This design comes from an exercise in tuning for small area and a short achievable clock period on the open sky130 flow, not from production work. In this exercise RTL edits were held to simulation tests only and were not proved equivalent to the original. Power and IR drop assume default switching activity.

## run A
Design filter, start of the top module:
module filter
  #(
    parameter WIDTH = 32,
    parameter MWIDTH = 1,
    parameter FLTLEN = 8,
    parameter ID = 123
    )
   (
    input wire                   clk,
    input wire                   rst_n,
    input wire [WIDTH-1:0]       in_data,
    input wire                   in_nd,
    input wire [MWIDTH-1:0]      in_m,
    input wire [32-1:0]  in_msg,
    input wire                   in_msg_nd,
    output wire [WIDTH-1:0]      out_data,
    output wire                  out_nd,
    output wire [MWIDTH-1:0]     out_m,
    output wire                  error
    );
   integer j;
   reg [1:0] g;
   always @(posedge clk)
     if (!rst_n)
       g <= 2'd0;
     else
       g <= g + 2'd1;
   wire last = (g == 2'd3);
   reg [2:0]   which_pos;
   reg         setting_taps;
   reg         tap_set_error;
   assign error = tap_set_error;
   wire hdr    = in_msg[32-1];
   wire our_id = (in_msg[16:7] == ID);
   always @(posedge clk)
     if (!rst_n) begin
        setting_taps <= 1'b0;
        tap_set_error <= 1'b0;
     end else if (in_msg_nd) begin
        if (hdr) begin
           if (setting_taps)
             tap_set_error <= 1'b1;
           if (our_id) begin
              which_pos <= 3'd0;
              setting_taps <= 1'b1;
           end
        end else if (setting_taps) begin
  ...
export LEC_CHECK = 0
export CAP_MARGIN = 20
export CORE_MARGIN = 2
export CORE_UTILIZATION = 40
export CTS_BUF_LIST = sky130_fd_sc_hd__clkbuf_8 sky130_fd_sc_hd__clkbuf_16
export CTS_CLUSTER_DIAMETER = 100
export CTS_CLUSTER_SIZE = 20
export SLEW_MARGIN = 20
create_clock -name core_clock -period 10.0 [get_ports {clk}]
standard.sh (not shown) runs the stock make flow with config.mk's settings and CLKGATE_MAP_FILE= SYNTH_SCRIPT=/design/flow/synth_recipe.tcl, a recipe that flattens the netlist after the stock synthesis.
==> flow/flow/run.sh <==
#!/bin/bash
# The standard layout with two changes in how it is made:
#  - after the standard synthesis, flow/fapol.py chooses the polarity of each
#    full-adder cell so that fewer inverters are needed (registers and their
#    names are untouched; the netlist computes the same function);
#  - timing repair aims past the 10 ns constraint, and the ports are buffered
#    with buf_2 cells.
# Each step's output goes to a log file of its own here (and ORFS's own logs
# stay under orfs/logs/).
set -euo pipefail
R=orfs/results/sky130hd/filter/base
bash standard.sh synth > make_synth.log 2>&1
cp $R/1_2_yosys.v $R/1_2_yosys_std.v
python3 flow/fapol.py $R/1_2_yosys_std.v $R/1_2_yosys.v > fapol.log 2>&1
rm -f $R/1_synth.odb
bash standard.sh SETUP_SLACK_MARGIN=6.7 "BUFFER_PORTS_ARGS=-buffer_cell sky130_fd_sc_hd__buf_2" finish > make_finish.log 2>&1
Other scripts of this flow, unchanged in this note and not shown: flow/flow/fapol.py
Every stage of the flow completed for run A, and the final layout passed the timing, DRC and antenna checks.
Changes in run B relative to run A:
# run A
export LEC_CHECK = 0
export CAP_MARGIN = 20
export CORE_MARGIN = 2
export CORE_UTILIZATION = 40
export CTS_BUF_LIST = sky130_fd_sc_hd__clkbuf_8 sky130_fd_sc_hd__clkbuf_16
export CTS_CLUSTER_DIAMETER = 100
export CTS_CLUSTER_SIZE = 20
export SLEW_MARGIN = 20
create_clock -name core_clock -period 10.0 [get_ports {clk}]
# run B
export LEC_CHECK = 0
export ABC_AREA = 1
export CAP_MARGIN = 20
export CORE_MARGIN = 2
export CORE_UTILIZATION = 40
export CTS_BUF_LIST = sky130_fd_sc_hd__clkbuf_8 sky130_fd_sc_hd__clkbuf_16
export CTS_CLUSTER_DIAMETER = 100
export CTS_CLUSTER_SIZE = 20
export SLEW_MARGIN = 20
create_clock -name core_clock -period 10.0 [get_ports {clk}]
Results
- Diff run A and run B: proportion of layout cells with a drive suffix above 1 higher in run B
- Run A leaves more setup margin than run B.
- When run B is set beside run A, its sequential standard cell area turns out to be 81 um^2 larger.
Here is what was changed in the inputs of run C compared with run B.
# run B
export LEC_CHECK = 0
export ABC_AREA = 1
export CAP_MARGIN = 20
export CORE_MARGIN = 2
export CORE_UTILIZATION = 40
export CTS_BUF_LIST = sky130_fd_sc_hd__clkbuf_8 sky130_fd_sc_hd__clkbuf_16
export CTS_CLUSTER_DIAMETER = 100
export CTS_CLUSTER_SIZE = 20
export SLEW_MARGIN = 20
create_clock -name core_clock -period 10.0 [get_ports {clk}]
# run C
export LEC_CHECK = 0
export CAP_MARGIN = 20
export CORE_MARGIN = 2
export CORE_UTILIZATION = 40
export CTS_BUF_LIST = sky130_fd_sc_hd__clkbuf_8 sky130_fd_sc_hd__clkbuf_16
export CTS_CLUSTER_DIAMETER = 100
export CTS_CLUSTER_SIZE = 20
export GPL_ROUTABILITY_DRIVEN = 0
export SLEW_MARGIN = 20
create_clock -name core_clock -period 10.0 [get_ports {clk}]
### Flow results
- Run C finished all stages; the layout is clean.
- The post-synthesis cell area number comes out higher for run B vs run C.
- Summary: with run B as the reference, combinational power in run C moved down by more than a quarter.
- Run B was larger in final cell area than run C.
- Initial DRC count of run C falls short of that of run B by more than 10%.
- Worst path setup slack after routing: run C and run B compared, higher one is run C
- Per the comparison of run C with run B, critical path depth in cells lost 1; wire length of the first global-routing pass lost about 6%; power share of the clock group picked up an extra 3.2 points.
- Est. power | run C vs run B | run C lower
- Comparing run C and run B, total wire length is lower on run C.
Input changes introduced in run D (baseline for comparison: run C):
# run C
export LEC_CHECK = 0
export CAP_MARGIN = 20
export CORE_MARGIN = 2
export CORE_UTILIZATION = 40
export CTS_BUF_LIST = sky130_fd_sc_hd__clkbuf_8 sky130_fd_sc_hd__clkbuf_16
export CTS_CLUSTER_DIAMETER = 100
export CTS_CLUSTER_SIZE = 20
export GPL_ROUTABILITY_DRIVEN = 0
export SLEW_MARGIN = 20
create_clock -name core_clock -period 10.0 [get_ports {clk}]
# run D
export LEC_CHECK = 0
export CAP_MARGIN = 20
export CORE_MARGIN = 2
export CORE_UTILIZATION = 40
export CTS_BUF_LIST = sky130_fd_sc_hd__clkbuf_8 sky130_fd_sc_hd__clkbuf_16
export CTS_CLUSTER_DIAMETER = 100
export CTS_CLUSTER_SIZE = 20
export SLEW_MARGIN = 20
create_clock -name core_clock -period 10.0 [get_ports {clk}]
diff --git a/flow/flow/run.sh b/flow/flow/run.sh
--- a/flow/flow/run.sh
+++ b/flow/flow/run.sh
@@ -14,3 +14,3 @@
 python3 flow/fapol.py $R/1_2_yosys_std.v $R/1_2_yosys.v > fapol.log 2>&1
 rm -f $R/1_synth.odb
-bash standard.sh SETUP_SLACK_MARGIN=6.7 "BUFFER_PORTS_ARGS=-buffer_cell sky130_fd_sc_hd__buf_2" finish > make_finish.log 2>&1
+bash standard.sh SETUP_SLACK_MARGIN=6.8 "BUFFER_PORTS_ARGS=-buffer_cell sky130_fd_sc_hd__buf_2" finish > make_finish.log 2>&1
Notes after the runs:
For run C, the slowest library cell on the worst path was sky130_fd_sc_hd__fa_1, unlike run D, where it was sky130_fd_sc_hd__edfxtp_1. Run D: post-placement worst setup slack 0.12 ns below run C. Run D vs. run C: delay of the slowest cell on the worst path went down by 0.17 ns. Looking at routed wire length, run D sits 4.0% above run C. Going from run C to run D, clock buffer count in the final layout went down about 4%, sequential power held, setup slack went up 0.043 ns, critical path depth went down 6, power held. Number of antenna violations at the first check in global routing delta for run D relative to run C: 2 lower.

========
job 3862:
Another version of the RTL of filter (not shown whole).
Size in the first run: ~4500 cells after synthesis, roughly 45000 um2 of cells after synthesis.
// filter
module filter
  #(
    parameter WIDTH = 32,
    parameter MWIDTH = 1,
    parameter FLTLEN = 8,
    parameter ID = 123
    )
   (
    input wire                   clk,
    input wire                   rst_n,
    input wire [WIDTH-1:0]       in_data,
    input wire                   in_nd,
    input wire [MWIDTH-1:0]      in_m,
    input wire [32-1:0]  in_msg,
    input wire                   in_msg_nd,
    output wire [WIDTH-1:0]      out_data,
    output wire                  out_nd,
    output wire [MWIDTH-1:0]     out_m,
    output wire                  error
    );
==> flow/config.mk <==
export PLATFORM = sky130hd
export DESIGN_NAME = filter
export DESIGN_NICKNAME = filter
export VERILOG_FILES = /design/flow/design.v
export SDC_FILE = /design/flow/constraint.sdc
export NUM_CORES = 4
export LEC_CHECK = 0
export CAP_MARGIN = 20
export CORE_MARGIN = 2
export CORE_UTILIZATION = 40
export CTS_BUF_LIST = sky130_fd_sc_hd__clkbuf_8
export CTS_CLUSTER_DIAMETER = 90
export CTS_CLUSTER_SIZE = 18
export SLEW_MARGIN = 20
==> flow/constraint.sdc <==
create_clock -name core_clock -period 10.0 [get_ports {clk}]
set_input_delay 2.0000 -clock core_clock [delete_from_list [all_inputs] [get_ports {clk}]]
set_output_delay 2.0000 -clock core_clock [all_outputs]
set_load 0.01 [all_outputs]
==> flow/flow/run.sh <==
#!/bin/bash
# The standard layout with two changes in how it is made:
#  - after the standard synthesis, flow/fapol.py chooses the polarity of each
#    full-adder cell so that fewer inverters are needed (registers and their
#    names are untouched; the netlist computes the same function);
#  - timing repair aims past the 10 ns constraint, and the ports are buffered
#    with buf_2 cells.
# Each step's output goes to a log file of its own here (and ORFS's own logs
# stay under orfs/logs/).
set -euo pipefail
R=orfs/results/sky130hd/filter/base
bash standard.sh synth > make_synth.log 2>&1
cp $R/1_2_yosys.v $R/1_2_yosys_std.v
python3 flow/fapol.py $R/1_2_yosys_std.v $R/1_2_yosys.v > fapol.log 2>&1
rm -f $R/1_synth.odb
bash standard.sh SETUP_SLACK_MARGIN=6.6 "BUFFER_PORTS_ARGS=-buffer_cell sky130_fd_sc_hd__buf_2" finish > make_finish.log 2>&1
Other scripts of this flow, unchanged in this note and not shown: flow/flow/fapol.py
Input-level comparison between job 7496 and job 3862:
diff --git a/flow/flow/run.sh b/flow/flow/run.sh
--- a/flow/flow/run.sh
+++ b/flow/flow/run.sh
@@ -14,3 +14,3 @@
 python3 flow/fapol.py $R/1_2_yosys_std.v $R/1_2_yosys.v > fapol.log 2>&1
 rm -f $R/1_synth.odb
-bash standard.sh SETUP_SLACK_MARGIN=6.6 "BUFFER_PORTS_ARGS=-buffer_cell sky130_fd_sc_hd__buf_2" finish > make_finish.log 2>&1
+bash standard.sh SETUP_SLACK_MARGIN=6.7 "BUFFER_PORTS_ARGS=-buffer_cell sky130_fd_sc_hd__buf_2" finish > make_finish.log 2>&1
diff --git a/flow/config.mk b/flow/config.mk
--- a/flow/config.mk
+++ b/flow/config.mk
@@ -9,6 +9,7 @@
 export CORE_MARGIN = 2
 export CORE_UTILIZATION = 40
-export CTS_BUF_LIST = sky130_fd_sc_hd__clkbuf_8
-export CTS_CLUSTER_DIAMETER = 90
-export CTS_CLUSTER_SIZE = 18
+export CTS_BUF_LIST = sky130_fd_sc_hd__clkbuf_8 sky130_fd_sc_hd__clkbuf_16
+export CTS_CLUSTER_DIAMETER = 100
+export CTS_CLUSTER_SIZE = 20
+export PLACE_DENSITY = 0.75
 export SLEW_MARGIN = 20
Results
Job 7496 vs job 3862: worst-margin pin slew up. The more densely filled core belongs to job 7496, not job 3862. Summary of job 7496 over job 3862: required time at the worst-slack endpoint now larger, global-route wire length before repair lost 4.3 mm. On job 7496: flip-flop and latch area is 0.66% higher than what job 3862 gave. edfxtp_1 as the standard cell with the maximum stage delay on the critical path was reported by job 3862, and dfxtp_2 by job 7496. Job 7496 reports a lower count of antenna diodes in the layout than job 3862 does. The estimated power of job 7496 ends up higher than the estimate for job 3862. Sort job 7496 and job 3862 by flip-flop and latch share of the layout cell area asc -> top: job 7496.
## Diff of input files: job 4663 against job 7496
diff --git a/flow/flow/run.sh b/flow/flow/run.sh
--- a/flow/flow/run.sh
+++ b/flow/flow/run.sh
@@ -14,3 +14,3 @@
 python3 flow/fapol.py $R/1_2_yosys_std.v $R/1_2_yosys.v > fapol.log 2>&1
 rm -f $R/1_synth.odb
-bash standard.sh SETUP_SLACK_MARGIN=6.7 "BUFFER_PORTS_ARGS=-buffer_cell sky130_fd_sc_hd__buf_2" finish > make_finish.log 2>&1
+bash standard.sh SETUP_SLACK_MARGIN=6.5 "BUFFER_PORTS_ARGS=-buffer_cell sky130_fd_sc_hd__buf_2" finish > make_finish.log 2>&1
diff --git a/flow/config.mk b/flow/config.mk
--- a/flow/config.mk
+++ b/flow/config.mk
@@ -9,7 +9,3 @@
 export CORE_MARGIN = 2
 export CORE_UTILIZATION = 40
-export CTS_BUF_LIST = sky130_fd_sc_hd__clkbuf_8 sky130_fd_sc_hd__clkbuf_16
-export CTS_CLUSTER_DIAMETER = 100
-export CTS_CLUSTER_SIZE = 20
-export PLACE_DENSITY = 0.75
 export SLEW_MARGIN = 20
==> comparison <==
Job 4663 ends up with a final hold slack that is 0.019 ns lower than in job 7496. ~same overall die area in job 4663 and job 7496. [compare] base=job 7496 new=job 4663: total number of cells along the worst setup path grew by 1; total of plain and repair buffers excluding clock buffers shrank by 3.6%.
For job 9775, these inputs were changed with respect to job 4663:
diff --git a/flow/flow/run.sh b/flow/flow/run.sh
--- a/flow/flow/run.sh
+++ b/flow/flow/run.sh
@@ -14,3 +14,3 @@
 python3 flow/fapol.py $R/1_2_yosys_std.v $R/1_2_yosys.v > fapol.log 2>&1
 rm -f $R/1_synth.odb
-bash standard.sh SETUP_SLACK_MARGIN=6.5 "BUFFER_PORTS_ARGS=-buffer_cell sky130_fd_sc_hd__buf_2" finish > make_finish.log 2>&1
+bash standard.sh SETUP_SLACK_MARGIN=6.7 "BUFFER_PORTS_ARGS=-buffer_cell sky130_fd_sc_hd__buf_2" finish > make_finish.log 2>&1
diff --git a/flow/config.mk b/flow/config.mk
--- a/flow/config.mk
+++ b/flow/config.mk
@@ -9,3 +9,6 @@
 export CORE_MARGIN = 2
 export CORE_UTILIZATION = 40
+export CTS_BUF_LIST = sky130_fd_sc_hd__clkbuf_8
+export CTS_CLUSTER_DIAMETER = 90
+export CTS_CLUSTER_SIZE = 18
 export SLEW_MARGIN = 20
==> run notes <==
- Re worst relative slew slack: job 4663 and job 9775 aren't equal, and the lower value belongs to job 9775.
- The higher worst setup slack of job 4663 and job 9775 is in job 9775.
- [job 9775] critical path depth fell 9 relative to job 4663

## port drivers added, routing unchanged
How much do the figures lean on ideal ports? The routed layouts below were timed once more, with nothing changed but the port constraints.
Step 1 sets driving cells, clkbuf_16 on the clock port and buf_2 on the other inputs (assumed; they add their load-dependent delay and slew).
Step 2 adds t to the input delays and takes it off the output delays; t is the mean of the earliest and latest rising clock arrival at the registers after step 1. Input paths then give back, and output paths get back, about the clock's delay inside the block.
Slacks: ideal / step 1 / step 2; pairs: ideal / step 1.
| run | shift t [ns] | slack for setup (ns) | worst data-port slew with drivers (ns) | pins driven straight from the clock port |
|---|---|---|---|---|
| run A | 0.726 | 6.778 / 6.720 / 6.312 | 0.06 | 1 |
| run B | 0.720 | 6.733 / 6.733 / 6.238 | 0.04 | 1 |
| run C | 0.726 | 6.778 / 6.720 / 6.312 | 0.06 | 1 |
| run D | 0.710 | 6.821 / 6.748 / 6.268 | 0.07 | 1 |
| job 3862 | 0.833 | 6.663 / 6.591 / 6.255 | 0.06 | 1 |
| job 7496 | 0.702 | 6.690 / 6.690 / 6.315 | 0.09 | 1 |
| job 4663 | 0.732 | 6.559 / 6.559 / 6.210 | 0.07 | 1 |
| job 9775 | 0.834 | 6.643 / 6.578 / 6.367 | 0.07 | 1 |
After both steps setup and hold are still met in every run listed. For run D, which loses most, drivers alone change the setup slack by -0.073 ns; drivers and shift together by -0.553 ns.
